From an optimization exercise on the open Yosys and OpenROAD flow, aimed at small area, a short achievable clock period and few clock cycles; shortcuts taken in it are not production practice. Power and IR drop assume default switching activity.

==> flow/design.v <==
module axi4_mgr # (
  parameter unsigned AXI4_ADDR_WIDTH    = 32,
  parameter unsigned AXI4_DATA_WIDTH    = 64,
  parameter unsigned AXI_XSIZE         = (AXI4_DATA_WIDTH / 8),
  parameter unsigned DATA_COUNT_WIDTH  =  8
) (
  input  logic                         clk_i,
  input  logic                         rstn_i,
  input  logic [                2-1:0] req_i,
  input  logic [  AXI4_ADDR_WIDTH-1:0] axi_wr_addr_i,
  input  logic [  AXI4_ADDR_WIDTH-1:0] axi_rd_addr_i,
  input  logic                         wr_fifo_gnt_i,
  input  logic                         rd_fifo_req_i,
  input  logic [  AXI4_DATA_WIDTH-1:0] wr_fifo_data_i,
  input  logic [ DATA_COUNT_WIDTH-1:0] wr_data_count_i,
  input  logic [ DATA_COUNT_WIDTH-1:0] rd_data_count_i,
  output logic [                2-1:0] busy_o,    
  output logic [                2-1:0] wr_err_o,  
  output logic [                2-1:0] rd_err_o,  
  output logic                         wr_fifo_req_o,
  output logic                         rd_fifo_gnt_o,
  output logic [  AXI4_DATA_WIDTH-1:0] rd_fifo_data_o,
  output logic [  AXI4_ADDR_WIDTH-1:0] m_axi_aw_addr,
  output logic [                8-1:0] m_axi_aw_len,
  output logic [                3-1:0] m_axi_aw_size,
  output logic [                2-1:0] m_axi_aw_burst,
  output logic                         m_axi_aw_valid,
  input  logic                         m_axi_aw_ready,
  output logic [  AXI4_DATA_WIDTH-1:0] m_axi_w_data,
  output logic [AXI4_DATA_WIDTH/8-1:0] m_axi_w_strb,
  output logic                         m_axi_w_last,
  output logic                         m_axi_w_valid,
  input  logic                         m_axi_w_ready,
  input  logic [                2-1:0] m_axi_b_resp,
  input  logic                         m_axi_b_valid,
  output logic                         m_axi_b_ready,
  output logic [  AXI4_ADDR_WIDTH-1:0] m_axi_ar_addr,
  output logic [                8-1:0] m_axi_ar_len,
  output logic [                3-1:0] m_axi_ar_size,
  output logic [                2-1:0] m_axi_ar_burst,
  output logic                         m_axi_ar_valid,
  input  logic                         m_axi_ar_ready,
  input  logic [  AXI4_DATA_WIDTH-1:0] m_axi_r_data,
  input  logic [                2-1:0] m_axi_r_resp,
  input  logic                         m_axi_r_last,
  input  logic                         m_axi_r_valid,
  output logic                         m_axi_r_ready
);
  localparam int AW = AXI4_ADDR_WIDTH;
  logic          busy_wr_r, aw_valid_r, w_valid_r;
  logic [AW-1:3] aw_addr_r;
  logic [   7:0] aw_len_r;      
  logic [   1:0] wr_err_r;
  logic          w_last_r;      
  logic          busy_rd_r, ar_valid_r;
  logic [AW-1:3] ar_addr_r;
  logic [   7:0] ar_len_r;
  logic [   1:0] rd_err_r;
  logic wr_start, rd_start, w_hs, r_hs;
  assign wr_start = req_i[0] & ~busy_wr_r & (wr_data_count_i != '0);
  assign rd_start = req_i[1] & ~busy_rd_r & (rd_data_count_i != '0);
  assign w_hs     = w_valid_r & m_axi_w_ready;
  assign r_hs     = m_axi_r_valid & rd_fifo_req_i;
  assign busy_o         = {busy_rd_r, busy_wr_r};
  assign wr_err_o       = wr_err_r;
  assign rd_err_o       = rd_err_r;
  assign m_axi_aw_addr  = {aw_addr_r, 3'b000};
  assign m_axi_aw_len   = aw_len_r;
  assign m_axi_aw_size  = $clog2(AXI_XSIZE);
  assign m_axi_aw_burst = 2'b01;
  assign m_axi_aw_valid = aw_valid_r;
  assign m_axi_w_data   = wr_fifo_data_i;
  assign m_axi_w_strb   = '1;
  assign m_axi_w_last   = w_last_r;
  assign m_axi_w_valid  = w_valid_r;
  assign wr_fifo_req_o  = w_hs;
  assign m_axi_b_ready  = 1'b1;
  assign m_axi_ar_addr  = {ar_addr_r, 3'b000};
  assign m_axi_ar_len   = ar_len_r;
  assign m_axi_ar_size  = $clog2(AXI_XSIZE);
  assign m_axi_ar_burst = 2'b01;
  assign m_axi_ar_valid = ar_valid_r;
  assign m_axi_r_ready  = rd_fifo_req_i;
  assign rd_fifo_gnt_o  = r_hs;
  assign rd_fifo_data_o = m_axi_r_data;
  always_ff @(posedge clk_i or negedge rstn_i) begin
    if (~rstn_i) begin
      busy_wr_r  <= 1'b0;
      aw_valid_r <= 1'b0;
      w_valid_r  <= 1'b0;
    end else begin
      if (wr_start) begin
        busy_wr_r  <= 1'b1;
        aw_valid_r <= 1'b1;
      end else if (aw_valid_r) begin
        if (m_axi_aw_ready) begin
          aw_valid_r <= 1'b0;
          w_valid_r  <= 1'b1;
        end
      end else if (w_valid_r) begin
        if (m_axi_w_ready && aw_len_r == '0) w_valid_r <= 1'b0;
      end else if (m_axi_b_valid) begin
        busy_wr_r <= 1'b0;
      end
    end
  end
  always_ff @(posedge clk_i) begin
    if (~busy_wr_r) begin
      aw_addr_r <= axi_wr_addr_i[AW-1:3];
      aw_len_r  <= wr_data_count_i - 8'd1;
      w_last_r  <= (wr_data_count_i == 8'd1);
    end else if (w_hs) begin
      aw_len_r  <= aw_len_r - 8'd1;
      w_last_r  <= (aw_len_r == 8'd1);
    end
  end
  always_ff @(posedge clk_i or negedge rstn_i) begin
    if (~rstn_i) begin
      busy_rd_r  <= 1'b0;
      ar_valid_r <= 1'b0;
    end else begin
      if (rd_start) begin
        busy_rd_r  <= 1'b1;
        ar_valid_r <= 1'b1;
      end else if (ar_valid_r) begin
        if (m_axi_ar_ready) ar_valid_r <= 1'b0;
      end else if (r_hs && m_axi_r_last) begin
        busy_rd_r <= 1'b0;
      end
    end
  end
  always_ff @(posedge clk_i) begin
    if (~busy_rd_r) begin
      ar_addr_r <= axi_rd_addr_i[AW-1:3];
      ar_len_r  <= rd_data_count_i - 8'd1;
    end
  end
  always_ff @(posedge clk_i or negedge rstn_i) begin
    if (~rstn_i) begin
      wr_err_r <= '0;
      rd_err_r <= '0;
    end else begin
      if (~busy_wr_r & req_i[0])   wr_err_r <= '0;
      else if (m_axi_b_resp != '0) wr_err_r <= m_axi_b_resp;
      if (~busy_rd_r & req_i[1])   rd_err_r <= '0;
      else if (m_axi_r_resp != '0) rd_err_r <= m_axi_r_resp;
    end
  end
endmodule
export LEC_CHECK = 0
export CAP_MARGIN = 20
export CORE_AREA = 10 10 190 190
export CTS_BUF_LIST = sky130_fd_sc_hd__clkbuf_4 sky130_fd_sc_hd__clkbuf_8
export DIE_AREA = 0 0 200 200
export SLEW_MARGIN = 20
create_clock -name core_clock -period 4.5 [get_ports {clk_i}]
standard.sh (not shown) runs the stock make flow with config.mk's settings and CLKGATE_MAP_FILE= SYNTH_SCRIPT=/design/flow/synth_recipe.tcl, a recipe that flattens the netlist after the stock synthesis.
==> flow/flow/run.sh <==
#!/bin/bash
# Standard ORFS layout, with the port buffers made from the small buf_1 cell
# instead of the delay buffer buffer_ports picks by default.
set -euo pipefail
export BUFFER_PORTS_ARGS="-buffer_cell sky130_fd_sc_hd__buf_1"
bash standard.sh finish > orfs_make.log 2>&1
The baseline went through all stages and came out clean.
Then changed:
- CTS_BUF_LIST: sky130_fd_sc_hd__clkbuf_4 sky130_fd_sc_hd__clkbuf_8 -> unset
Cell count stays the same; maximum frequency goes up by 0.73%; worst hold slack loses 0.0038 ns; die area stays the same.
Then changed:
- CTS_BUF_LIST: unset -> sky130_fd_sc_hd__clkbuf_8
After rerunning: The changed run finished clean; final cell count stays the same; wire length hardly moves; non-clock buffer count is unchanged; fmax came out lower slightly; synthesized area stays the same; via count came out lower slightly; die area does not change; total power came out lower by a little under a tenth; count of clock-buffer cells in the layout came out lower by 2.
Then changed:
- CTS_BUF_LIST: sky130_fd_sc_hd__clkbuf_8 -> unset
- SETUP_SLACK_MARGIN: unset -> 2.6
=>
- The new run produced a clean layout
- synthesized cell count stays the same
- register-to-register slack gets better by 0.10 ns
- combinational power is higher by 15%
- worst setup slack gets better by 0.15 ns
- flip-flop and latch count is unchanged
- final cell count is higher by 1.3%
- clock power is higher by 59%
- power is higher by 15%
- clock skew is lower by 0.0077 ns
No run of this note included a check of the RTL's function; only the layout flow was run.

[static timing again, ports no longer ideal]
How much do the figures lean on ideal ports? The routed layouts below were timed once more, with nothing changed but the port constraints.
Step 1 sets driving cells, clkbuf_16 on the clock port and buf_2 on the other inputs (assumed; they add their load-dependent delay and slew).
Step 2 moves the port delays by t, midway between the first and last clock arrival at a register: inputs arrive t later, outputs are due t later. That takes back most of the time a late clock gives input paths.
Slacks: ideal ports / drivers / drivers and shift; pairs: ideal ports / drivers.
| run | t (ns) | slack for setup (ns) | worst register clock-pin slew, ns | worst slew at a driven data input, ns |
|---|---|---|---|---|
| the first run | 0.394 | 2.215 / 2.164 / 2.164 | 0.09 / 0.09 | 0.19 |
| the second run | 0.381 | 2.231 / 2.182 / 2.182 | 0.07 / 0.07 | 0.19 |
| the third run | 0.394 | 2.216 / 2.163 / 2.163 | 0.09 / 0.09 | 0.19 |
| the fourth run | 0.372 | 2.362 / 2.305 / 2.305 | 0.06 / 0.06 | 0.15 |
After both steps every run listed still meets setup and hold. For the fourth run, which loses most, drivers alone change the setup slack by -0.057 ns; drivers and shift together by -0.057 ns.
